This is an optimization exercise on Yosys and OpenROAD, whose aim is small area and a short achievable clock period, not a production implementation. In this exercise RTL edits were held to simulation tests only and were not proved equivalent to the original. Power is estimated from default activity; no workload was simulated.

===== design/flow/design.v =====
module c_inv   (input a, output y);                   assign y = ~a;                    endmodule
module c_nand2 (input a, input b, output y);          assign y = ~(a & b);              endmodule
module c_nand3 (input a, input b, input c, output y); assign y = ~(a & b & c);          endmodule
module c_nand4 (input a, input b, input c, input d, output y); assign y = ~(a & b & c & d); endmodule
module c_and2  (input a, input b, output y);          assign y = a & b;                 endmodule
module c_and3  (input a, input b, input c, output y); assign y = a & b & c;            endmodule
module c_and4  (input a, input b, input c, input d, output y); assign y = a & b & c & d;  endmodule
module c_or2   (input a, input b, output y);          assign y = a | b;                 endmodule
module c_or4   (input a, input b, input c, input d, output y); assign y = a | b | c | d;  endmodule
module c_nor2  (input a, input b, output y);          assign y = ~(a | b);              endmodule
module c_or3   (input a, input b, input c, output y); assign y = a | b | c;            endmodule
module c_nor3  (input a, input b, input c, output y); assign y = ~(a | b | c);          endmodule
module c_xor2  (input a, input b, output y);          assign y = a ^ b;                 endmodule
module c_xnor2 (input a, input b, output y);          assign y = ~(a ^ b);              endmodule
module c_nor4  (input a, input b, input c, input d, output y); assign y = ~(a | b | c | d); endmodule
module c_a221oi (input a1, input a2, input b1, input b2, input c, output y); assign y = ~((a1 & a2) | (b1 & b2) | c); endmodule
module c_a21oi (input a, input b, input c, output y); assign y = ~((a & b) | c);        endmodule
module c_o21ai (input a, input b, input c, output y); assign y = ~((a | b) & c);        endmodule
module c_mux2i (input a, input b, input s, output y); assign y = ~(s ? b : a);          endmodule
module c_mxi   (input a, input b, input s, input sn, output y); assign y = ~((a | s) & (b | sn)); endmodule
module agu (
  input  [31:0] rn,
  input  [11:0] m,
  output [31:0] y
);
  wire a_n1, a_n2, a_n3, a_n4, a_n5, a_n6, a_n7, a_n8, a_n9, a_n10, a_n11, a_n12, a_n13, a_n14, a_n15, a_n16, a_n17, a_n18, a_n19, a_n20, a_n21, a_n22, a_n23, a_n24, a_n25, a_n26, a_n27, a_n28, a_n29, a_n30, a_n31, a_n32, a_n33, a_n34, a_n35, a_n36, a_n37, a_n38, a_n39, a_n40, a_n41, a_n42, a_n43, a_n44, a_n45, a_n46, a_n47, a_n48, a_n49, a_n50, a_n51, a_n52, a_n53, a_n54, a_n55, a_n56, a_n57, a_n58, a_n59, a_n60, a_n61, a_n62, a_n63, a_n64, a_n65, a_n66, a_n67, a_n68, a_n69, a_n70, a_n71, a_n72, a_n73, a_n74, a_n75, a_n76, a_n77, a_n78, a_n79, a_n80, a_n81, a_n82, a_n83, a_n84, a_n85, a_n86, a_n87, a_n88, a_n89, a_n90, a_n91, a_n92, a_n93, a_n94, a_n95, a_n96, a_n97, a_n98, a_n99, a_n100, a_n101, a_n102, a_n103, a_n104, a_n105, a_n106, a_n107, a_n108, a_n109, a_n110, a_n111, a_n112, a_n113, a_n114, a_n115, a_n116, a_n117, a_n118, a_n119, a_n120, a_n121, a_n122, a_n123, a_n124, a_n125, a_n126, a_n127, a_n128, a_n129, a_n130, a_n131, a_n132, a_n133, a_n134, a_n135, a_n136, a_n137, a_n138, a_n139, a_n140, a_n141, a_n142, a_n143, a_n144, a_n145, a_n146, a_n147, a_n148, a_n149, a_n150, a_n151, a_n152, a_n153, a_n154, a_n155, a_n156, a_n157, a_n158, a_n159, a_n160, a_n161, a_n162, a_n163, a_n164, a_n165, a_n166, a_n167, a_n168, a_n169, a_n170, a_n171, a_n172, a_n173, a_n174, a_n175, a_n176, a_n177, a_n178, a_n179, a_n180, a_n181, a_n182, a_n183, a_n184, a_n185, a_n186, a_n187, a_n188, a_n189, a_n190, a_n191, a_n192, a_n193, a_n194, a_n195, a_n196, a_n197, a_n198, a_n199, a_n200, a_n201, a_n202, a_n203, a_n204, a_n205, a_n206, a_n207, a_n208, a_n209, a_n210, a_n211, a_n212, a_n213, a_n214, a_n215, a_n216, a_n217, a_n218, a_n219, a_n220, a_n221, a_n222;
  c_inv u_a_n1 (m[0], a_n1);
  c_inv u_a_n2 (m[1], a_n2);
  c_inv u_a_n3 (m[2], a_n3);
  c_inv u_a_n4 (m[3], a_n4);
  c_inv u_a_n5 (m[4], a_n5);
  c_inv u_a_n6 (m[5], a_n6);
  c_inv u_a_n7 (m[6], a_n7);
  c_inv u_a_n8 (m[7], a_n8);
  c_inv u_a_n9 (m[8], a_n9);
  c_inv u_a_n10 (m[9], a_n10);
  c_inv u_a_n11 (m[10], a_n11);
  c_inv u_a_n12 (m[11], a_n12);
  c_nor2 u_a_n13 (rn[0], a_n1, a_n13);
  c_nor2 u_a_n14 (rn[1], a_n2, a_n14);
  c_nor2 u_a_n15 (rn[2], a_n3, a_n15);
  c_nor2 u_a_n16 (rn[3], a_n4, a_n16);
  c_nor2 u_a_n17 (rn[4], a_n5, a_n17);
  c_nor2 u_a_n18 (rn[5], a_n6, a_n18);
  c_nor2 u_a_n19 (rn[6], a_n7, a_n19);
  c_nor2 u_a_n20 (rn[7], a_n8, a_n20);
  c_nor2 u_a_n21 (rn[8], a_n9, a_n21);
  c_nor2 u_a_n22 (rn[9], a_n10, a_n22);
  c_nor2 u_a_n23 (rn[10], a_n11, a_n23);
  c_nor2 u_a_n24 (rn[11], a_n12, a_n24);
  c_nand2 u_a_n25 (rn[0], a_n1, a_n25);
  c_nand2 u_a_n26 (rn[1], a_n2, a_n26);
  c_nand2 u_a_n27 (rn[2], a_n3, a_n27);
  c_nand2 u_a_n28 (rn[3], a_n4, a_n28);
  c_nand2 u_a_n29 (rn[4], a_n5, a_n29);
  c_nand2 u_a_n30 (rn[5], a_n6, a_n30);
  c_nand2 u_a_n31 (rn[6], a_n7, a_n31);
  c_nand2 u_a_n32 (rn[7], a_n8, a_n32);
  c_nand2 u_a_n33 (rn[8], a_n9, a_n33);
  c_nand2 u_a_n34 (rn[9], a_n10, a_n34);
  c_nand2 u_a_n35 (rn[10], a_n11, a_n35);
  c_nand2 u_a_n36 (rn[11], a_n12, a_n36);
  c_a21oi u_a_n37 (a_n26, a_n13, a_n14, a_n37);
  c_nand2 u_a_n38 (a_n26, a_n25, a_n38);
  c_a21oi u_a_n39 (a_n28, a_n15, a_n16, a_n39);
  c_nand2 u_a_n40 (a_n28, a_n27, a_n40);
  c_a21oi u_a_n41 (a_n30, a_n17, a_n18, a_n41);
  c_nand2 u_a_n42 (a_n30, a_n29, a_n42);
  c_a21oi u_a_n43 (a_n32, a_n19, a_n20, a_n43);
  c_nand2 u_a_n44 (a_n32, a_n31, a_n44);
  c_a21oi u_a_n45 (a_n34, a_n21, a_n22, a_n45);
  c_nand2 u_a_n46 (a_n34, a_n33, a_n46);
  c_a21oi u_a_n47 (a_n36, a_n23, a_n24, a_n47);
  c_nand2 u_a_n48 (a_n36, a_n35, a_n48);
  c_o21ai u_a_n49 (a_n40, a_n37, a_n39, a_n49);
  c_nor2 u_a_n50 (a_n40, a_n38, a_n50);
  c_o21ai u_a_n51 (a_n44, a_n41, a_n43, a_n51);
  c_nor2 u_a_n52 (a_n44, a_n42, a_n52);
  c_o21ai u_a_n53 (a_n48, a_n45, a_n47, a_n53);
  c_nor2 u_a_n54 (a_n48, a_n46, a_n54);
  c_nor4 u_a_n55 (a_n48, a_n46, a_n44, a_n42, a_n55);
  c_a221oi u_a_n56 (a_n54, a_n51, a_n55, a_n49, a_n53, a_n56);
  c_a221oi u_a_n57 (a_n54, a_n51, a_n55, a_n49, a_n53, a_n57);
  c_a221oi u_a_n58 (a_n54, a_n51, a_n55, a_n49, a_n53, a_n58);
  c_a221oi u_a_n59 (a_n54, a_n51, a_n55, a_n49, a_n53, a_n59);
  c_inv u_a_n60 (a_n37, a_n60);
  c_a21oi u_a_n61 (a_n27, a_n60, a_n15, a_n61);
  c_a21oi u_a_n62 (a_n29, a_n49, a_n17, a_n62);
  c_inv u_a_n63 (a_n49, a_n63);
  c_o21ai u_a_n64 (a_n42, a_n63, a_n41, a_n64);
  c_a21oi u_a_n65 (a_n31, a_n64, a_n19, a_n65);
  c_a21oi u_a_n66 (a_n52, a_n49, a_n51, a_n66);
  c_inv u_a_n67 (a_n66, a_n67);
  c_a21oi u_a_n68 (a_n33, a_n67, a_n21, a_n68);
  c_o21ai u_a_n69 (a_n46, a_n66, a_n45, a_n69);
  c_a21oi u_a_n70 (a_n35, a_n69, a_n23, a_n70);
  c_xnor2 u_a_n71 (rn[0], m[0], a_n71);
  c_xnor2 u_a_n72 (rn[1], m[1], a_n72);
  c_xnor2 u_a_n73 (rn[2], m[2], a_n73);
  c_xnor2 u_a_n74 (rn[3], m[3], a_n74);
  c_xnor2 u_a_n75 (rn[4], m[4], a_n75);
  c_xnor2 u_a_n76 (rn[5], m[5], a_n76);
  c_xnor2 u_a_n77 (rn[6], m[6], a_n77);
  c_xnor2 u_a_n78 (rn[7], m[7], a_n78);
  c_xnor2 u_a_n79 (rn[8], m[8], a_n79);
  c_xnor2 u_a_n80 (rn[9], m[9], a_n80);
  c_xnor2 u_a_n81 (rn[10], m[10], a_n81);
  c_xnor2 u_a_n82 (rn[11], m[11], a_n82);
  c_xnor2 u_y_0 (rn[0], m[0], y[0]);
  c_xor2 u_y_1 (a_n72, a_n13, y[1]);
  c_xnor2 u_y_2 (a_n73, a_n37, y[2]);
  c_xnor2 u_y_3 (a_n74, a_n61, y[3]);
  c_xor2 u_y_4 (a_n75, a_n49, y[4]);
  c_xnor2 u_y_5 (a_n76, a_n62, y[5]);
  c_xor2 u_y_6 (a_n77, a_n64, y[6]);
  c_xnor2 u_y_7 (a_n78, a_n65, y[7]);
  c_xnor2 u_y_8 (a_n79, a_n66, y[8]);
  c_xnor2 u_y_9 (a_n80, a_n68, y[9]);
  c_xor2 u_y_10 (a_n81, a_n69, y[10]);
  c_xnor2 u_y_11 (a_n82, a_n70, y[11]);
  c_nor2 u_a_n83 (rn[12], m[11], a_n83);
  c_nor2 u_a_n84 (rn[14], rn[13], a_n84);
  c_nor2 u_a_n85 (rn[16], rn[15], a_n85);
  c_nor2 u_a_n86 (rn[18], rn[17], a_n86);
  c_nor2 u_a_n87 (rn[20], rn[19], a_n87);
  c_nor2 u_a_n88 (rn[22], rn[21], a_n88);
  c_nor2 u_a_n89 (rn[24], rn[23], a_n89);
  c_nor2 u_a_n90 (rn[26], rn[25], a_n90);
  c_nor2 u_a_n91 (rn[28], rn[27], a_n91);
  c_nor2 u_a_n92 (rn[30], rn[29], a_n92);
  c_inv u_a_n93 (rn[13], a_n93);
  c_nand2 u_a_n94 (a_n93, a_n83, a_n94);
  c_nand2 u_a_n95 (a_n84, a_n83, a_n95);
  c_inv u_a_n96 (rn[17], a_n96);
  c_nand2 u_a_n97 (a_n96, a_n85, a_n97);
  c_nand2 u_a_n98 (a_n86, a_n85, a_n98);
  c_inv u_a_n99 (rn[21], a_n99);
  c_nand2 u_a_n100 (a_n99, a_n87, a_n100);
  c_nand2 u_a_n101 (a_n88, a_n87, a_n101);
  c_inv u_a_n102 (rn[25], a_n102);
  c_nand2 u_a_n103 (a_n102, a_n89, a_n103);
  c_nand2 u_a_n104 (a_n90, a_n89, a_n104);
  c_inv u_a_n105 (rn[29], a_n105);
  c_nand2 u_a_n106 (a_n105, a_n91, a_n106);
  c_nand2 u_a_n107 (a_n92, a_n91, a_n107);
  c_nor2 u_a_n108 (rn[15], a_n95, a_n108);
  c_inv u_a_n109 (a_n95, a_n109);
  c_nand2 u_a_n110 (a_n85, a_n109, a_n110);
  c_nor2 u_a_n111 (a_n97, a_n95, a_n111);
  c_nor2 u_a_n112 (a_n98, a_n95, a_n112);
  c_nor2 u_a_n113 (rn[23], a_n101, a_n113);
  c_inv u_a_n114 (a_n101, a_n114);
  c_nand2 u_a_n115 (a_n89, a_n114, a_n115);
  c_nor2 u_a_n116 (a_n103, a_n101, a_n116);
  c_nor2 u_a_n117 (a_n104, a_n101, a_n117);
  c_inv u_a_n118 (rn[19], a_n118);
  c_nand2 u_a_n119 (a_n118, a_n112, a_n119);
  c_nand2 u_a_n120 (a_n87, a_n112, a_n120);
  c_inv u_a_n121 (a_n100, a_n121);
  c_nand2 u_a_n122 (a_n121, a_n112, a_n122);
  c_nand2 u_a_n123 (a_n114, a_n112, a_n123);
  c_nand2 u_a_n124 (a_n113, a_n112, a_n124);
  c_inv u_a_n125 (a_n115, a_n125);
  c_nand2 u_a_n126 (a_n125, a_n112, a_n126);
  c_nand2 u_a_n127 (a_n116, a_n112, a_n127);
  c_nand2 u_a_n128 (a_n117, a_n112, a_n128);
  c_nor2 u_a_n129 (rn[27], a_n128, a_n129);
  c_inv u_a_n130 (a_n128, a_n130);
  c_nand2 u_a_n131 (a_n91, a_n130, a_n131);
  c_nor2 u_a_n132 (a_n106, a_n128, a_n132);
  c_nor2 u_a_n133 (a_n107, a_n128, a_n133);
  c_nand2 u_a_n134 (rn[12], m[11], a_n134);
  c_nand2 u_a_n135 (rn[14], rn[13], a_n135);
  c_nand2 u_a_n136 (rn[16], rn[15], a_n136);
  c_nand2 u_a_n137 (rn[18], rn[17], a_n137);
  c_nand2 u_a_n138 (rn[20], rn[19], a_n138);
  c_nand2 u_a_n139 (rn[22], rn[21], a_n139);
  c_nand2 u_a_n140 (rn[24], rn[23], a_n140);
  c_nand2 u_a_n141 (rn[26], rn[25], a_n141);
  c_nand2 u_a_n142 (rn[28], rn[27], a_n142);
  c_nand2 u_a_n143 (rn[30], rn[29], a_n143);
  c_inv u_a_n144 (a_n134, a_n144);
  c_nand2 u_a_n145 (rn[13], a_n144, a_n145);
  c_nor2 u_a_n146 (a_n135, a_n134, a_n146);
  c_inv u_a_n147 (a_n136, a_n147);
  c_nand2 u_a_n148 (rn[17], a_n147, a_n148);
  c_nor2 u_a_n149 (a_n137, a_n136, a_n149);
  c_inv u_a_n150 (a_n138, a_n150);
  c_nand2 u_a_n151 (rn[21], a_n150, a_n151);
  c_nor2 u_a_n152 (a_n139, a_n138, a_n152);
  c_inv u_a_n153 (a_n140, a_n153);
  c_nand2 u_a_n154 (rn[25], a_n153, a_n154);
  c_nor2 u_a_n155 (a_n141, a_n140, a_n155);
  c_inv u_a_n156 (a_n142, a_n156);
  c_nand2 u_a_n157 (rn[29], a_n156, a_n157);
  c_nor2 u_a_n158 (a_n143, a_n142, a_n158);
  c_nand2 u_a_n159 (rn[15], a_n146, a_n159);
  c_nand2 u_a_n160 (a_n147, a_n146, a_n160);
  c_inv u_a_n161 (a_n148, a_n161);
  c_nand2 u_a_n162 (a_n161, a_n146, a_n162);
  c_nand2 u_a_n163 (a_n149, a_n146, a_n163);
  c_nand2 u_a_n164 (rn[23], a_n152, a_n164);
  c_nand2 u_a_n165 (a_n153, a_n152, a_n165);
  c_inv u_a_n166 (a_n154, a_n166);
  c_nand2 u_a_n167 (a_n166, a_n152, a_n167);
  c_nand2 u_a_n168 (a_n155, a_n152, a_n168);
  c_inv u_a_n169 (a_n163, a_n169);
  c_nand2 u_a_n170 (rn[19], a_n169, a_n170);
  c_nor2 u_a_n171 (a_n138, a_n163, a_n171);
  c_nor2 u_a_n172 (a_n151, a_n163, a_n172);
  c_nand2 u_a_n173 (a_n152, a_n169, a_n173);
  c_nor2 u_a_n174 (a_n164, a_n163, a_n174);
  c_nor2 u_a_n175 (a_n165, a_n163, a_n175);
  c_nor2 u_a_n176 (a_n167, a_n163, a_n176);
  c_nor2 u_a_n177 (a_n168, a_n163, a_n177);
  c_nand2 u_a_n178 (rn[27], a_n177, a_n178);
  c_nand2 u_a_n179 (a_n156, a_n177, a_n179);
  c_inv u_a_n180 (a_n157, a_n180);
  c_nand2 u_a_n181 (a_n180, a_n177, a_n181);
  c_nand2 u_a_n182 (a_n158, a_n177, a_n182);
  c_xnor2 u_a_n183 (rn[12], m[11], a_n183);
  c_xor2 u_a_n184 (rn[12], m[11], a_n184);
  c_mux2i u_y_12 (a_n183, a_n184, a_n56, y[12]);
  c_xor2 u_a_n185 (rn[13], a_n83, a_n185);
  c_xnor2 u_a_n186 (rn[13], a_n134, a_n186);
  c_mux2i u_y_13 (a_n185, a_n186, a_n57, y[13]);
  c_xnor2 u_a_n187 (rn[14], a_n94, a_n187);
  c_xnor2 u_a_n188 (rn[14], a_n145, a_n188);
  c_mux2i u_y_14 (a_n187, a_n188, a_n58, y[14]);
  c_xnor2 u_a_n189 (rn[15], a_n95, a_n189);
  c_xor2 u_a_n190 (rn[15], a_n146, a_n190);
  c_mux2i u_y_15 (a_n189, a_n190, a_n59, y[15]);
  c_xor2 u_a_n191 (rn[16], a_n108, a_n191);
  c_xnor2 u_a_n192 (rn[16], a_n159, a_n192);
  c_mux2i u_y_16 (a_n191, a_n192, a_n56, y[16]);
  c_xnor2 u_a_n193 (rn[17], a_n110, a_n193);
  c_xnor2 u_a_n194 (rn[17], a_n160, a_n194);
  c_mux2i u_y_17 (a_n193, a_n194, a_n57, y[17]);
  c_xor2 u_a_n195 (rn[18], a_n111, a_n195);
  c_xnor2 u_a_n196 (rn[18], a_n162, a_n196);
  c_mux2i u_y_18 (a_n195, a_n196, a_n58, y[18]);
  c_xor2 u_a_n197 (rn[19], a_n112, a_n197);
  c_xnor2 u_a_n198 (rn[19], a_n163, a_n198);
  c_mux2i u_y_19 (a_n197, a_n198, a_n59, y[19]);
  c_xnor2 u_a_n199 (rn[20], a_n119, a_n199);
  c_xnor2 u_a_n200 (rn[20], a_n170, a_n200);
  c_mux2i u_y_20 (a_n199, a_n200, a_n56, y[20]);
  c_xnor2 u_a_n201 (rn[21], a_n120, a_n201);
  c_xor2 u_a_n202 (rn[21], a_n171, a_n202);
  c_mux2i u_y_21 (a_n201, a_n202, a_n57, y[21]);
  c_xnor2 u_a_n203 (rn[22], a_n122, a_n203);
  c_xor2 u_a_n204 (rn[22], a_n172, a_n204);
  c_mux2i u_y_22 (a_n203, a_n204, a_n58, y[22]);
  c_xnor2 u_a_n205 (rn[23], a_n123, a_n205);
  c_xnor2 u_a_n206 (rn[23], a_n173, a_n206);
  c_mux2i u_y_23 (a_n205, a_n206, a_n59, y[23]);
  c_xnor2 u_a_n207 (rn[24], a_n124, a_n207);
  c_xor2 u_a_n208 (rn[24], a_n174, a_n208);
  c_mux2i u_y_24 (a_n207, a_n208, a_n56, y[24]);
  c_xnor2 u_a_n209 (rn[25], a_n126, a_n209);
  c_xor2 u_a_n210 (rn[25], a_n175, a_n210);
  c_mux2i u_y_25 (a_n209, a_n210, a_n57, y[25]);
  c_xnor2 u_a_n211 (rn[26], a_n127, a_n211);
  c_xor2 u_a_n212 (rn[26], a_n176, a_n212);
  c_mux2i u_y_26 (a_n211, a_n212, a_n58, y[26]);
  c_xnor2 u_a_n213 (rn[27], a_n128, a_n213);
  c_xor2 u_a_n214 (rn[27], a_n177, a_n214);
  c_mux2i u_y_27 (a_n213, a_n214, a_n59, y[27]);
  c_xor2 u_a_n215 (rn[28], a_n129, a_n215);
  c_xnor2 u_a_n216 (rn[28], a_n178, a_n216);
  c_mux2i u_y_28 (a_n215, a_n216, a_n56, y[28]);
  c_xnor2 u_a_n217 (rn[29], a_n131, a_n217);
  c_xnor2 u_a_n218 (rn[29], a_n179, a_n218);
  c_mux2i u_y_29 (a_n217, a_n218, a_n57, y[29]);
  c_xor2 u_a_n219 (rn[30], a_n132, a_n219);
  c_xnor2 u_a_n220 (rn[30], a_n181, a_n220);
  c_mux2i u_y_30 (a_n219, a_n220, a_n58, y[30]);
  c_xor2 u_a_n221 (rn[31], a_n133, a_n221);
  c_xnor2 u_a_n222 (rn[31], a_n182, a_n222);
  c_mux2i u_y_31 (a_n221, a_n222, a_n59, y[31]);
endmodule
module pc_add (
  input  [30:0] a, b,
  output [30:0] s
);
  wire r_n1, r_n2, r_n3, r_n4, r_n5, r_n6, r_n7, r_n8, r_n9, r_n10, r_n11, r_n12, r_n13, r_n14, r_n15, r_n16, r_n17, r_n18, r_n19, r_n20, r_n21, r_n22, r_n23, r_n24, r_n25, r_n26, r_n27, r_n28, r_n29, r_n30, r_n31, r_n32, r_n33, r_n34, r_n35, r_n36, r_n37, r_n38, r_n39, r_n40, r_n41, r_n42, r_n43, r_n44, r_n45, r_n46, r_n47, r_n48, r_n49, r_n50, r_n51, r_n52, r_n53, r_n54, r_n55, r_n56, r_n57, r_n58, r_n59, r_n60, r_n61, r_n62, r_n63, r_n64, r_n65, r_n66, r_n67, r_n68, r_n69, r_n70, r_n71, r_n72, r_n73, r_n74, r_n75, r_n76, r_n77, r_n78, r_n79, r_n80, r_n81, r_n82, r_n83, r_n84, r_n85, r_n86, r_n87, r_n88, r_n89, r_n90;
  c_xor2 u_s_0 (a[0], b[0], s[0]);
  c_nand2 u_r_n1 (a[0], b[0], r_n1);
  c_xnor2 u_r_n2 (a[1], b[1], r_n2);
  c_nand2 u_r_n3 (a[1], b[1], r_n3);
  c_xor2 u_s_1 (r_n2, r_n1, s[1]);
  c_o21ai u_r_n4 (r_n2, r_n1, r_n3, r_n4);
  c_xor2 u_r_n5 (a[2], b[2], r_n5);
  c_and2 u_r_n6 (a[2], b[2], r_n6);
  c_xor2 u_s_2 (r_n5, r_n4, s[2]);
  c_a21oi u_r_n7 (r_n5, r_n4, r_n6, r_n7);
  c_xnor2 u_r_n8 (a[3], b[3], r_n8);
  c_nand2 u_r_n9 (a[3], b[3], r_n9);
  c_xor2 u_s_3 (r_n8, r_n7, s[3]);
  c_o21ai u_r_n10 (r_n8, r_n7, r_n9, r_n10);
  c_xor2 u_r_n11 (a[4], b[4], r_n11);
  c_and2 u_r_n12 (a[4], b[4], r_n12);
  c_xor2 u_s_4 (r_n11, r_n10, s[4]);
  c_a21oi u_r_n13 (r_n11, r_n10, r_n12, r_n13);
  c_xnor2 u_r_n14 (a[5], b[5], r_n14);
  c_nand2 u_r_n15 (a[5], b[5], r_n15);
  c_xor2 u_s_5 (r_n14, r_n13, s[5]);
  c_o21ai u_r_n16 (r_n14, r_n13, r_n15, r_n16);
  c_xor2 u_r_n17 (a[6], b[6], r_n17);
  c_and2 u_r_n18 (a[6], b[6], r_n18);
  c_xor2 u_s_6 (r_n17, r_n16, s[6]);
  c_a21oi u_r_n19 (r_n17, r_n16, r_n18, r_n19);
  c_xnor2 u_r_n20 (a[7], b[7], r_n20);
  c_nand2 u_r_n21 (a[7], b[7], r_n21);
  c_xor2 u_s_7 (r_n20, r_n19, s[7]);
  c_o21ai u_r_n22 (r_n20, r_n19, r_n21, r_n22);
  c_xor2 u_r_n23 (a[8], b[8], r_n23);
  c_and2 u_r_n24 (a[8], b[8], r_n24);
  c_xor2 u_s_8 (r_n23, r_n22, s[8]);
  c_a21oi u_r_n25 (r_n23, r_n22, r_n24, r_n25);
  c_xnor2 u_r_n26 (a[9], b[9], r_n26);
  c_nand2 u_r_n27 (a[9], b[9], r_n27);
  c_xor2 u_s_9 (r_n26, r_n25, s[9]);
  c_o21ai u_r_n28 (r_n26, r_n25, r_n27, r_n28);
  c_xor2 u_r_n29 (a[10], b[10], r_n29);
  c_and2 u_r_n30 (a[10], b[10], r_n30);
  c_xor2 u_s_10 (r_n29, r_n28, s[10]);
  c_a21oi u_r_n31 (r_n29, r_n28, r_n30, r_n31);
  c_xnor2 u_r_n32 (a[11], b[11], r_n32);
  c_nand2 u_r_n33 (a[11], b[11], r_n33);
  c_xor2 u_s_11 (r_n32, r_n31, s[11]);
  c_o21ai u_r_n34 (r_n32, r_n31, r_n33, r_n34);
  c_xor2 u_r_n35 (a[12], b[12], r_n35);
  c_and2 u_r_n36 (a[12], b[12], r_n36);
  c_xor2 u_s_12 (r_n35, r_n34, s[12]);
  c_a21oi u_r_n37 (r_n35, r_n34, r_n36, r_n37);
  c_xnor2 u_r_n38 (a[13], b[13], r_n38);
  c_nand2 u_r_n39 (a[13], b[13], r_n39);
  c_xor2 u_s_13 (r_n38, r_n37, s[13]);
  c_o21ai u_r_n40 (r_n38, r_n37, r_n39, r_n40);
  c_xor2 u_r_n41 (a[14], b[14], r_n41);
  c_and2 u_r_n42 (a[14], b[14], r_n42);
  c_xor2 u_s_14 (r_n41, r_n40, s[14]);
  c_a21oi u_r_n43 (r_n41, r_n40, r_n42, r_n43);
  c_xnor2 u_r_n44 (a[15], b[15], r_n44);
  c_nand2 u_r_n45 (a[15], b[15], r_n45);
  c_xor2 u_s_15 (r_n44, r_n43, s[15]);
  c_o21ai u_r_n46 (r_n44, r_n43, r_n45, r_n46);
  c_xor2 u_r_n47 (a[16], b[16], r_n47);
  c_and2 u_r_n48 (a[16], b[16], r_n48);
  c_xor2 u_s_16 (r_n47, r_n46, s[16]);
  c_a21oi u_r_n49 (r_n47, r_n46, r_n48, r_n49);
  c_xnor2 u_r_n50 (a[17], b[17], r_n50);
  c_nand2 u_r_n51 (a[17], b[17], r_n51);
  c_xor2 u_s_17 (r_n50, r_n49, s[17]);
  c_o21ai u_r_n52 (r_n50, r_n49, r_n51, r_n52);
  c_xor2 u_r_n53 (a[18], b[18], r_n53);
  c_and2 u_r_n54 (a[18], b[18], r_n54);
  c_xor2 u_s_18 (r_n53, r_n52, s[18]);
  c_a21oi u_r_n55 (r_n53, r_n52, r_n54, r_n55);
  c_xnor2 u_r_n56 (a[19], b[19], r_n56);
  c_nand2 u_r_n57 (a[19], b[19], r_n57);
  c_xor2 u_s_19 (r_n56, r_n55, s[19]);
  c_o21ai u_r_n58 (r_n56, r_n55, r_n57, r_n58);
  c_xor2 u_r_n59 (a[20], b[20], r_n59);
  c_and2 u_r_n60 (a[20], b[20], r_n60);
  c_xor2 u_s_20 (r_n59, r_n58, s[20]);
  c_a21oi u_r_n61 (r_n59, r_n58, r_n60, r_n61);
  c_xnor2 u_r_n62 (a[21], b[21], r_n62);
  c_nand2 u_r_n63 (a[21], b[21], r_n63);
  c_xor2 u_s_21 (r_n62, r_n61, s[21]);
  c_o21ai u_r_n64 (r_n62, r_n61, r_n63, r_n64);
  c_xor2 u_r_n65 (a[22], b[22], r_n65);
  c_and2 u_r_n66 (a[22], b[22], r_n66);
  c_xor2 u_s_22 (r_n65, r_n64, s[22]);
  c_a21oi u_r_n67 (r_n65, r_n64, r_n66, r_n67);
  c_xnor2 u_r_n68 (a[23], b[23], r_n68);
  c_nand2 u_r_n69 (a[23], b[23], r_n69);
  c_xor2 u_s_23 (r_n68, r_n67, s[23]);
  c_o21ai u_r_n70 (r_n68, r_n67, r_n69, r_n70);
  c_xor2 u_r_n71 (a[24], b[24], r_n71);
  c_and2 u_r_n72 (a[24], b[24], r_n72);
  c_xor2 u_s_24 (r_n71, r_n70, s[24]);
  c_a21oi u_r_n73 (r_n71, r_n70, r_n72, r_n73);
  c_xnor2 u_r_n74 (a[25], b[25], r_n74);
  c_nand2 u_r_n75 (a[25], b[25], r_n75);
  c_xor2 u_s_25 (r_n74, r_n73, s[25]);
  c_o21ai u_r_n76 (r_n74, r_n73, r_n75, r_n76);
  c_xor2 u_r_n77 (a[26], b[26], r_n77);
  c_and2 u_r_n78 (a[26], b[26], r_n78);
  c_xor2 u_s_26 (r_n77, r_n76, s[26]);
  c_a21oi u_r_n79 (r_n77, r_n76, r_n78, r_n79);
  c_xnor2 u_r_n80 (a[27], b[27], r_n80);
  c_nand2 u_r_n81 (a[27], b[27], r_n81);
  c_xor2 u_s_27 (r_n80, r_n79, s[27]);
  c_o21ai u_r_n82 (r_n80, r_n79, r_n81, r_n82);
  c_xor2 u_r_n83 (a[28], b[28], r_n83);
  c_and2 u_r_n84 (a[28], b[28], r_n84);
  c_xor2 u_s_28 (r_n83, r_n82, s[28]);
  c_a21oi u_r_n85 (r_n83, r_n82, r_n84, r_n85);
  c_xnor2 u_r_n86 (a[29], b[29], r_n86);
  c_nand2 u_r_n87 (a[29], b[29], r_n87);
  c_xor2 u_s_29 (r_n86, r_n85, s[29]);
  c_o21ai u_r_n88 (r_n86, r_n85, r_n87, r_n88);
  c_xor2 u_r_n89 (a[30], b[30], r_n89);
  c_and2 u_r_n90 (a[30], b[30], r_n90);
  c_xor2 u_s_30 (r_n89, r_n88, s[30]);
endmodule
module add_bk #(parameter N = 32, parameter L = 5) (
  input  [N-1:0] a, b,
  input          cin,
  output [N-1:0] s,
  output         cout,
  output [N-1:0] p, g
);
  assign p = a ^ b;
  assign g = a & b;
  wire [N-1:0] G [0:2*L-1];
  wire [N-1:0] P [0:2*L-1];
  assign G[0] = {g[N-1:1], g[0] | (p[0] & cin)};
  assign P[0] = p;
  genvar st, i;
  generate
    for (st = 1; st < 2*L; st = st + 1) begin : g_st
      for (i = 0; i < N; i = i + 1) begin : g_i
        localparam integer l  = (st <= L) ? st - 1 : 2*L - 1 - st;
        localparam integer d  = 1 << l;
        localparam integer ok = (st <= L) ? (((i + 1) % (2*d)) == 0)
                                          : ((i >= 3*d - 1) && (((i + 1 - d) % (2*d)) == 0));
        if (ok && i - d >= 0) begin : g_c
          assign G[st][i] = G[st-1][i] | (P[st-1][i] & G[st-1][i-d]);
          assign P[st][i] = P[st-1][i] & P[st-1][i-d];
        end else begin : g_p
          assign G[st][i] = G[st-1][i];
          assign P[st][i] = P[st-1][i];
        end
      end
    end
  endgenerate
  assign s    = p ^ {G[2*L-1][N-2:0], cin};
  assign cout = G[2*L-1][N-1];
endmodule
module shr32 (
  input  [31:0] a,
  input  [4:0]  sh,
  input         left,
  input         fill,
  output [31:0] y
);
  wire [31:0] x0, x1, x2, x3, x4;
  wire [4:0] shn = ~sh;
  wire leftn = ~left;
  wire filln = ~fill;
  genvar i;
  generate
    for (i = 0; i < 32; i = i + 1) begin : g_i
      c_mxi m0 (.a(a[i]), .b(a[31-i]), .s(left), .sn(leftn), .y(x0[i]));
      if (i + 1 < 32) begin : s0
        c_mxi m (.a(x0[i]), .b(x0[i+1]), .s(sh[0]), .sn(shn[0]), .y(x1[i]));
      end else begin : f0
        c_mxi m (.a(x0[i]), .b(filln), .s(sh[0]), .sn(shn[0]), .y(x1[i]));
      end
      if (i + 2 < 32) begin : s1
        c_mxi m (.a(x1[i]), .b(x1[i+2]), .s(sh[1]), .sn(shn[1]), .y(x2[i]));
      end else begin : f1
        c_mxi m (.a(x1[i]), .b(fill), .s(sh[1]), .sn(shn[1]), .y(x2[i]));
      end
      if (i + 4 < 32) begin : s2
        c_mxi m (.a(x2[i]), .b(x2[i+4]), .s(sh[2]), .sn(shn[2]), .y(x3[i]));
      end else begin : f2
        c_mxi m (.a(x2[i]), .b(filln), .s(sh[2]), .sn(shn[2]), .y(x3[i]));
      end
      if (i + 8 < 32) begin : s3
        c_mxi m (.a(x3[i]), .b(x3[i+8]), .s(sh[3]), .sn(shn[3]), .y(x4[i]));
      end else begin : f3
        c_mxi m (.a(x3[i]), .b(fill), .s(sh[3]), .sn(shn[3]), .y(x4[i]));
      end
      if (i + 16 < 32) begin : s4
        c_mxi m (.a(x4[i]), .b(x4[i+16]), .s(sh[4]), .sn(shn[4]), .y(y[i]));
      end else begin : f4
        c_mxi m (.a(x4[i]), .b(filln), .s(sh[4]), .sn(shn[4]), .y(y[i]));
      end
    end
  endgenerate
endmodule
module rf_hold (input q, input d, input w, input wn, output y);
  assign y = (q & wn) | (d & w);
endmodule
module rf_aoi3 (input a, input sa, input b, input sb, input c, input sc, output y);
  assign y = ~((a & sa) | (b & sb) | (c & sc));
endmodule
module regfile (
  input             clk,
  input             we,
  input      [4:0]  rs1, rs2, rd,
  input      [31:0] rd_data,
  input             use_imm,
  input      [31:0] imm,
  output     [31:0] rs1v, rs1n_agu, rs2v, rs2v_mem
);
  wire [31:0] q [0:31];
  wire [127:0] s1f, s2f, wf, wnf;
  assign q[0] = 32'b0;
  genvar r, k, j;
  generate
    wire [31:0] hi1n, hi2n;
    wire [15:0] lo1n, lo2n;
    for (k = 0; k < 4; k = k + 1) begin : g_pd
      wire [4:0] rs1n, rs2n;
      wire       use_imm_n;
      c_inv ui (.a(use_imm), .y(use_imm_n));
      for (j = 0; j < 5; j = j + 1) begin : g_inv
        c_inv i1 (.a(rs1[j]), .y(rs1n[j]));
        c_inv i2 (.a(rs2[j]), .y(rs2n[j]));
      end
      for (j = 0; j < 4; j = j + 1) begin : g_lo
        c_nand2 l1 (.a(j[0] ? rs1[0] : rs1n[0]), .b(j[1] ? rs1[1] : rs1n[1]), .y(lo1n[4*k+j]));
        c_nand3 l2 (.a(j[0] ? rs2[0] : rs2n[0]), .b(j[1] ? rs2[1] : rs2n[1]), .c(use_imm_n), .y(lo2n[4*k+j]));
      end
      for (j = 0; j < 8; j = j + 1) begin : g_hi
        c_nand3 h1 (.a(j[0] ? rs1[2] : rs1n[2]), .b(j[1] ? rs1[3] : rs1n[3]), .c(j[2] ? rs1[4] : rs1n[4]), .y(hi1n[8*k+j]));
        c_nand3 h2 (.a(j[0] ? rs2[2] : rs2n[2]), .b(j[1] ? rs2[3] : rs2n[3]), .c(j[2] ? rs2[4] : rs2n[4]), .y(hi2n[8*k+j]));
      end
    end
    wire [4:0] rdn;
    wire [3:0] low_n;
    wire [7:0] hiw_n;
    for (j = 0; j < 5; j = j + 1) begin : g_invw
      c_inv iw (.a(rd[j]), .y(rdn[j]));
    end
    for (j = 0; j < 4; j = j + 1) begin : g_low
      c_nand3 lw (.a(j[0] ? rd[0] : rdn[0]), .b(j[1] ? rd[1] : rdn[1]), .c(we), .y(low_n[j]));
    end
    for (j = 0; j < 8; j = j + 1) begin : g_hiw
      c_nand3 hw (.a(j[0] ? rd[2] : rdn[2]), .b(j[1] ? rd[3] : rdn[3]), .c(j[2] ? rd[4] : rdn[4]), .y(hiw_n[j]));
    end
    for (r = 1; r < 32; r = r + 1) begin : g_dec
      for (j = 0; j < 4; j = j + 1) begin : g_grp
        c_nor2 d1 (.a(hi1n[8*j+r/4]), .b(lo1n[4*j+r%4]), .y(s1f[32*j+r]));
        c_nor2 d2 (.a(hi2n[8*j+r/4]), .b(lo2n[4*j+r%4]), .y(s2f[32*j+r]));
        c_nor2 dw (.a(hiw_n[r/4]), .b(low_n[r%4]), .y(wf[32*j+r]));
        c_inv  dn (.a(wf[32*j+r]), .y(wnf[32*j+r]));
      end
    end
    for (r = 1; r < 32; r = r + 1) begin : g_r
      reg  [31:0] x;
      wire [31:0] d;
      for (k = 0; k < 32; k = k + 1) begin : g_b
        rf_hold h (.q(x[k]), .d(rd_data[k]), .w(wf[32*(k/8)+r]), .wn(wnf[32*(k/8)+r]), .y(d[k]));
      end
      always @(posedge clk) x <= d;
      assign q[r] = x;
    end
    for (k = 0; k < 32; k = k + 1) begin : g_col
      wire [10:0] a1, a2;
      wire [2:0]  o1, o2;
      wire        a2i;
      for (j = 0; j < 10; j = j + 1) begin : g_t
        rf_aoi3 t1 (.a(q[3*j+1][k]), .sa(s1f[32*(k/8)+3*j+1]), .b(q[3*j+2][k]), .sb(s1f[32*(k/8)+3*j+2]),
                    .c(q[3*j+3][k]), .sc(s1f[32*(k/8)+3*j+3]), .y(a1[j]));
        rf_aoi3 t2 (.a(q[3*j+1][k]), .sa(s2f[32*(k/8)+3*j+1]), .b(q[3*j+2][k]), .sb(s2f[32*(k/8)+3*j+2]),
                    .c(q[3*j+3][k]), .sc(s2f[32*(k/8)+3*j+3]), .y(a2[j]));
      end
      c_nand2 n1 (.a(q[31][k]), .b(s1f[32*(k/8)+31]), .y(a1[10]));
      c_nand2 n2 (.a(q[31][k]), .b(s2f[32*(k/8)+31]), .y(a2[10]));
      c_nand2 n3 (.a(imm[k]), .b(use_imm), .y(a2i));
      c_nand4 p10 (.a(a1[0]), .b(a1[1]), .c(a1[2]), .d(a1[3]), .y(o1[0]));
      c_nand4 p11 (.a(a1[4]), .b(a1[5]), .c(a1[6]), .d(a1[7]), .y(o1[1]));
      c_nand3 p12 (.a(a1[8]), .b(a1[9]), .c(a1[10]), .y(o1[2]));
      c_nand4 p20 (.a(a2[0]), .b(a2[1]), .c(a2[2]), .d(a2[3]), .y(o2[0]));
      c_nand4 p21 (.a(a2[4]), .b(a2[5]), .c(a2[6]), .d(a2[7]), .y(o2[1]));
      c_nand4 p22 (.a(a2[8]), .b(a2[9]), .c(a2[10]), .d(a2i), .y(o2[2]));
      c_nor3 f1a (.a(o1[0]), .b(o1[1]), .c(o1[2]), .y(rs1n_agu[k]));
      c_or3  f1b (.a(o1[0]), .b(o1[1]), .c(o1[2]), .y(rs1v[k]));
      c_or3  f2a (.a(o2[0]), .b(o2[1]), .c(o2[2]), .y(rs2v[k]));
      c_or3  f2b (.a(o2[0]), .b(o2[1]), .c(o2[2]), .y(rs2v_mem[k]));
    end
  endgenerate
endmodule
module rv32i_cpu (
  input             clk,
  input             rst,
  output     [31:0] pc,
  input      [31:0] inst,
  output            MemWen,
  output     [31:0] MemAddr,
  output     [31:0] MemWdata,
  input      [31:0] MemRdata
);
  wire b6 = inst[6], b5 = inst[5], b4 = inst[4], b3 = inst[3], b2 = inst[2];
  wire [2:0] f3 = inst[14:12];
  wire is_store  = ~b6 &  b5 & ~b4;
  wire is_load   = ~b6 & ~b5 & ~b4;
  wire is_branch =  b6 & ~b2;
  wire is_jalr   =  b6 & ~b3 & b2;
  wire is_jal    =  b6 &  b3;
  wire is_lui    = ~b6 &  b5 & b4 &  b2;
  wire is_auipc  = ~b6 & ~b5 & b4 &  b2;
  wire is_alu    = ~b6 & b4 & ~b2;           
  wire regwrite  = ~(is_store | is_branch);
  wire [31:0] immI = {{20{inst[31]}}, inst[31:20]};
  wire [31:0] immB = {{20{inst[31]}}, inst[7], inst[30:25], inst[11:8], 1'b0};
  wire [31:0] immJ = {{12{inst[31]}}, inst[19:12], inst[20], inst[30:21], 1'b0};
  wire [31:0] immU = {inst[31:12], 12'b0};
  wire [31:0] rs1v, rs1n_agu, op2, rs2_mem;
  reg  [31:0] rd_data;
  regfile rf (
    .clk(clk), .we(regwrite), .rs1(inst[19:15]), .rs2(inst[24:20]), .rd(inst[11:7]),
    .rd_data(rd_data), .use_imm(~b5), .imm(immI),
    .rs1v(rs1v), .rs1n_agu(rs1n_agu), .rs2v(op2), .rs2v_mem(rs2_mem)
  );
  wire [31:0] agu_y;
  agu agu_i (.rn(rs1n_agu), .m({inst[31:25], is_store ? inst[11:7] : inst[24:20]}), .y(agu_y));
  assign MemAddr  = agu_y;
  assign MemWdata = rs2_mem;   
  assign MemWen   = is_store;
  wire sub = is_branch | (f3[2:1] == 2'b01) | (b5 & inst[30] & (f3 == 3'b000));
  wire [31:0] sum, p, g;
  wire cout;
  add_bk #(32, 5) alu_add (.a(rs1v), .b(op2 ^ {32{sub}}), .cin(sub), .s(sum), .cout(cout), .p(p), .g(g));
  wire ltu = ~cout;
  wire lt  = (rs1v[31] ^ op2[31]) ? rs1v[31] : ltu;
  wire eq  = &p;
  wire cond = f3[2] ? (f3[1] ? ltu : lt) : eq;
  wire taken = cond ^ f3[0];
  wire [31:0] shr;
  shr32 sh_i (.a(rs1v), .sh(op2[4:0]), .left(~f3[2]), .fill(inst[30] & rs1v[31]), .y(shr));
  wire [31:0] shl;
  genvar gi;
  generate for (gi = 0; gi < 32; gi = gi + 1) begin : g_shl
    assign shl[gi] = shr[31-gi];
  end endgenerate
  wire [31:0] logic_r = (p & {32{~(f3[1] & f3[0])}}) | (g & {32{f3[1]}});
  wire [31:0] pimm = b6 ? (b3 ? immJ : immB) : immU;
  wire [31:0] tgt;
  pc_add pc_add_i (.a(pc[31:1]), .b(pimm[31:1]), .s(tgt[31:1]));
  assign tgt[0] = 1'b0;
  wire [31:0] pc4;
  wire [30:0] ic;
  assign ic[0] = 1'b1;
  genvar ii;
  generate for (ii = 2; ii < 32; ii = ii + 1) begin : g_inc
    assign pc4[ii]  = pc[ii] ^ ic[ii-2];
    assign ic[ii-1] = pc[ii] & ic[ii-2];
  end endgenerate
  assign pc4[1:0] = pc[1:0];
  wire s_sum   = is_alu & (f3 == 3'b000);
  wire s_sll   = is_alu & (f3 == 3'b001);
  wire s_slt   = is_alu & (f3 == 3'b010);
  wire s_sltu  = is_alu & (f3 == 3'b011);
  wire s_logic = is_alu & f3[2] & (f3[1] | ~f3[0]);
  wire s_shr   = is_alu & (f3 == 3'b101);
  always @* begin
    rd_data = ({32{s_sum}}    & sum)
            | ({32{s_sll}}    & shl)
            | ({32{s_slt}}    & {31'b0, lt})
            | ({32{s_sltu}}   & {31'b0, ltu})
            | ({32{s_logic}}  & logic_r)
            | ({32{s_shr}}    & shr)
            | ({32{is_load}}  & MemRdata)
            | ({32{b6}}       & pc4)
            | ({32{is_lui}}   & immU)
            | ({32{is_auipc}} & tgt);
  end
  reg [31:1] pcr;
  assign pc = {pcr, 1'b0};
  always @(posedge clk or posedge rst) begin
    if (rst)                               pcr <= 31'b0;
    else if (is_jalr)                      pcr <= agu_y[31:1];
    else if (is_jal | (is_branch & taken)) pcr <= tgt[31:1];
    else                                   pcr <= pc4[31:1];
  end
endmodule

===== design/flow/flow/run.sh =====
#!/bin/bash
# Own layout flow: the standard flow (standard.sh) with these changes:
#  - the standard synthesis runs first, on its own and unchanged;
#  - ports are buffered with buf_2 instead of the default delay cell;
#  - clock tree synthesis uses clusters of up to 14 sinks and 60 um, clkbuf_4/8, no dummy loads;
#  - the timing repair steps aim for a setup slack margin, which sizes up the critical path.
# Each step's full output goes to its own log file in this folder; ORFS's logs are under orfs/logs.
set -euo pipefail
cd "$(dirname "$0")/.."
MARGIN=${MARGIN:-9}
bash standard.sh synth > flow_synth.log 2>&1
bash standard.sh \
  "BUFFER_PORTS_ARGS=-buffer_cell sky130_fd_sc_hd__buf_2" \
  "CTS_ARGS=-sink_clustering_enable -repair_clock_nets -dont_use_dummy_load -sink_clustering_size 14 -sink_clustering_max_diameter 60 -buf_list {sky130_fd_sc_hd__clkbuf_4 sky130_fd_sc_hd__clkbuf_8}" \
  "SETUP_SLACK_MARGIN=$MARGIN" \
  "TNS_END_PERCENT=5" \
  finish > flow_finish.log 2>&1

===== design/flow/standard.sh =====
#!/bin/bash
# synth_recipe.tcl (not shown) runs the flow's synth.tcl, then flattens the netlist and writes it again
# the make line also repeats each setting of config.mk as NAME=value (left out here)
make -C /OpenROAD-flow-scripts/flow DESIGN_CONFIG=/design/flow/config.mk WORK_HOME=/design/flow/orfs CLKGATE_MAP_FILE= SYNTH_SCRIPT=/design/flow/synth_recipe.tcl "${@:-finish}"

===== design/flow/config.mk =====
export PLATFORM = sky130hd
export DESIGN_NAME = rv32i_cpu
export DESIGN_NICKNAME = rv32i_cpu
export VERILOG_FILES = /design/flow/design.v
export SDC_FILE = /design/flow/constraint.sdc
export NUM_CORES = 8
export LEC_CHECK = 0
export CAP_MARGIN = 20
export CORE_MARGIN = 2
export CORE_UTILIZATION = 62
export PLACE_DENSITY = 0.72
export SLEW_MARGIN = 20
export SYNTH_HIERARCHICAL = 1

===== design/flow/constraint.sdc =====
create_clock -name core_clock -period 19.5 [get_ports {clk}]
set_input_delay 3.9000 -clock core_clock [delete_from_list [all_inputs] [get_ports {clk}]]
set_output_delay 3.9000 -clock core_clock [all_outputs]
set_load 0.01 [all_outputs]

==> flow_summary.ini <==
[sta]
fin_crit_sh = 0.587
setup_violations = 0
finalClockSkew_ps = 125
fin_tns_setup_ps = 0
final_max_slew_viol_count = 0
timing.fmax_mhz = 87.4
maxSlewHeadroom = 0.241
timing.final.hold_violations = 0
tightest_slew_ps = 1140
rsz0062_at_grt = yes
setup_slack_ps = 8050
layout_min_cycle_time_ps = 11450

[clock_tree]
cts_buffer_depth = 3
cts_sinks = 1023
clockRootBuffer = clkbuf_8
cts_inserted_buffers = 89
cts_tree = done
clock_latency_ps = 780
cts_hold_buffers = 0
clk_pin_slew_ps = 60
cts_max_level = 3

[synthesis]
synth_cell_types = 69
synth-seq-area-share = 0.417
synth_ff_type = dfxtp_1
synth-edff-count = 0
synth_seq_cells = 1023
synth_warnings = 9
async_flop_share = 0.0303
syn_area_sq_um = 49500
synth_cells = 5027
syn_area_per_cell_sq_um = 9.84
syn-num-nets = 5170

[detailed_routing]
first_pass_iters = 28
routedWlPerCell_um = 33.2
ant_nets = 0
viasPerCell = 8.24
drcViolationCount = 0
routed_wl_um = 215000
dr_total_vias = 53283
drt-initial-drc-count = 13881

[pwr]
switching_power_mw = 3.03
clkPwrFrac = 0.148
p_seq_frac = 0.468
ir_drop_uv = 95.1
swShare = 0.407
p_int_mw = 4.41
combPwrFrac = 0.385
p_leak_nw = 21.3
powerDensity_nw_per_um2 = 133

[outcome]
status = timing/DRC/antenna clean

[worst_setup_path]
startpoint_type = input port
required_ps = 15600
critPathKind = input port to output pin
critPathCaptureType = output pin
cp_max_fo = 35
critical_path_arrival_ps = 7550

[finish]
most-common-layout-cells = a22o_1 (993), dfxtp_1 (992), a222oi_1 (671)
nets = 5556
drive_gt1_frac = 0.128
final_common_cell = a22o_1
syn_to_final_growth_pct = 13.0
nFillCells = 6087

[floorplan]
dieWidth_um = 287
dieArea_sq_um = 82100
die_h_um = 287
core_area_sq_um = 79000
io_pins = 163
start_util = 0.626
fp-row-count = 103

[flow_run]
drv_cap = 0

[global_routing]
first_global_vias = 46896
grt_use_total = 0.488
overflow = 0
antenna_found_initial = 13
grt_max_degree = 65
grt_pass1_wl_um = 306000

[place]
gp_congestion = 1.04
port_buffers = 159
preCtsSetupSlack_ps = 6880
dp_hpwl_um = 143000

[hold_path]
hp-class = flip-flop to flip-flop
-- worst paths after layout --
check | start | end | slack, ps | cells after the start
worst max-delay path | inst[5] | MemWdata[29] | 8050 | 10
min in group asynchronous | rst | pcr[26] | 3270 | 3
max in group asynchronous | rst | pcr[3] | 15760 | 3
worst max register to register | pcr[2] | rf.g_r[21].x[29] | 11620 | 31
worst min register to register | rf.g_r[11].x[25] | rf.g_r[11].x[25] | 520 | 1
worst min-delay path | rf.g_r[11].x[25] | rf.g_r[11].x[25] | 520 | 1
-- power groups by stage --
stage	Sequential, mW	Clock (mW)	Combinational (mW)
3_3_place_gp	3.43	0	2.42
4_1_cts	3.42	1.09	2.64
5_1_grt	3.53	1.17	2.96
3_5_place_dp	3.46	0	2.48
6_report	3.48	1.10	2.86
2_1_floorplan	3.25	0	1.69
-- cell type report --
cell class	instances	area, sq um	share of cell area
Timing Repair Buffer	356	2750	0.0491
Multi-Input combinational cell	3681	29000	0.518
Antenna cell	4	10.0	0.000179
Tap cell	1050	1310	0.0235
Inverter	262	1000	0.0179
Sequential cell	1023	20600	0.369
Clock buffer	89	1220	0.0219
-- per-stage QoR --
stage               total power [mW]  std cells  utilization  cell area (sq um)  hold WS, ps
CTS                             7.16       6414        0.695              54900          514
floorplan                       4.94       5027            -              49500          477
global route                    7.67       6462        0.708              55900          528
detailed placement              5.93       6244        0.658              52000          493
finish                          7.45       6465        0.708              55900          517
global placement                5.85       6244        0.658              52000          489
-- flip-flops by register name, summed over array words and instances, names as in the netlist --
register	count
rf.g_r.x	992
pcr	31
-- modules after synthesis (local to each module, per instance), excerpt --
module | flops+latches | copies in the design | cells | cell area (sq um)
rf_aoi3 | 0 | 640 | 1 | 10.0
rf_hold | 0 | 992 | 1 | 8.76
c_xnor2 | 0 | 59 | 1 | 8.76
c_nand4 | 0 | 160 | 1 | 6.26
c_nand3 | 0 | 124 | 1 | 5.00
c_xor2 | 0 | 65 | 1 | 8.76
shr32 | 0 | 1 | 7 | 26.3
c_a21oi | 0 | 26 | 1 | 8.76
c_nor4 | 0 | 1 | 1 | 12.5
c_nand2 | 0 | 194 | 1 | 3.75
c_mux2i | 0 | 20 | 1 | 10.0
c_a221oi | 0 | 4 | 1 | 15.0
c_or3 | 0 | 96 | 1 | 6.26
c_nor3 | 0 | 32 | 1 | 10.0
c_and2 | 0 | 14 | 1 | 6.26
c_o21ai | 0 | 20 | 1 | 5.00
-- synthesized netlist by cell type (all sizes together) (2+ instances only) --
cell / count / area share
a31oi: 2 / 0.00025
a211o: 6 / 0.0011
o211ai: 30 / 0.0047
ha: 60 / 0.015
xor2: 76 / 0.013
inv: 262 / 0.020
a222oi: 671 / 0.14
dfxtp: 992 / 0.40
clkbuf: 52 / 0.0039
o31ai: 18 / 0.0027
buf: 13 / 0.0016
nand3: 142 / 0.014
dfrtp: 31 / 0.016
a311o: 11 / 0.0022
fa: 17 / 0.0069
a22o: 993 / 0.18
a22oi: 18 / 0.0027
a211oi: 3 / 0.00046
xnor2: 96 / 0.017
nor2b: 8 / 0.0010
o21a: 2 / 0.00030
or2: 2 / 0.00030
o21ai: 79 / 0.0081
o21bai: 2 / 0.00038
a32oi: 2 / 0.00051
nand2: 308 / 0.023
a221oi: 26 / 0.0051
or3: 99 / 0.013
nor4: 5 / 0.00076
o22ai: 193 / 0.024
nor2: 428 / 0.032
and2: 29 / 0.0037
nand2b: 3 / 0.00038
mux2i: 25 / 0.0051
nor3: 36 / 0.0070
nand4: 169 / 0.021
a221o: 14 / 0.0028
a21oi: 70 / 0.0091
a21o: 21 / 0.0032
-- logic make-up (layout without fill, tap and decap cells) --
group,Yosys count,in the layout,share of synthesized area
compound gates,2168,2171,0.382
simple gates,1234,1235,0.118
flops,1023,1023,0.417
buf+inv,327,707,0.0254
xor+xnor,172,172,0.0304
fa+ha+maj,77,77,0.0220
mux,25,25,0.00506
other cells,1,5,0.0000758
-- what timing repair did --
action                                  4_1_cts  5_1_grt
pin swaps                                    87       79
gates cloned                                  4        5
gates resized for setup                     212      114
endpoints found under the setup margin      307      406
buffers inserted                             77       41
-- metal layers --
metal,GRT usage,vias up,routed length (um)
li1,-,22046,-
met5,0,-,69
met2,0.684,5089,84600
met4,0.304,10,18200
met1,0.639,25011,75200
met3,0.174,1127,36800
-- critical path, stage by stage --
cell      delay [ps]
buf_2            170
inv_1            220
buf_4            510
inv_1            200
nand3_1          590
nor2_1           340
a222oi_1         540
nand4_1          390
or3_1            510
buf_2            160

==> separate check: timing with driven ports <==
Ports are ideal in the flow. The routed layout listed here was re-timed in OpenROAD. Step 1: set_driving_cell puts a clkbuf_16 on clk and a buf_2 on each other input, an assumption about the parent block. Step 2, shift: input delay + t, output delay - t, t = (earliest + latest rising clock arrival at the registers) / 2. This alone moves slack from input paths to output paths. Three values: ideal ports, drivers, drivers and shift; two values: the first two.
t (ns): 0.783
slack for setup (ns): 8.053 / 8.029 / 7.724
worst setup path at the end: input to register
pins driven straight from the clock port: 1
After both steps setup and hold are still met in this run. The setup slack of this run moves by -0.024 ns with the drivers and by -0.329 ns with both steps.
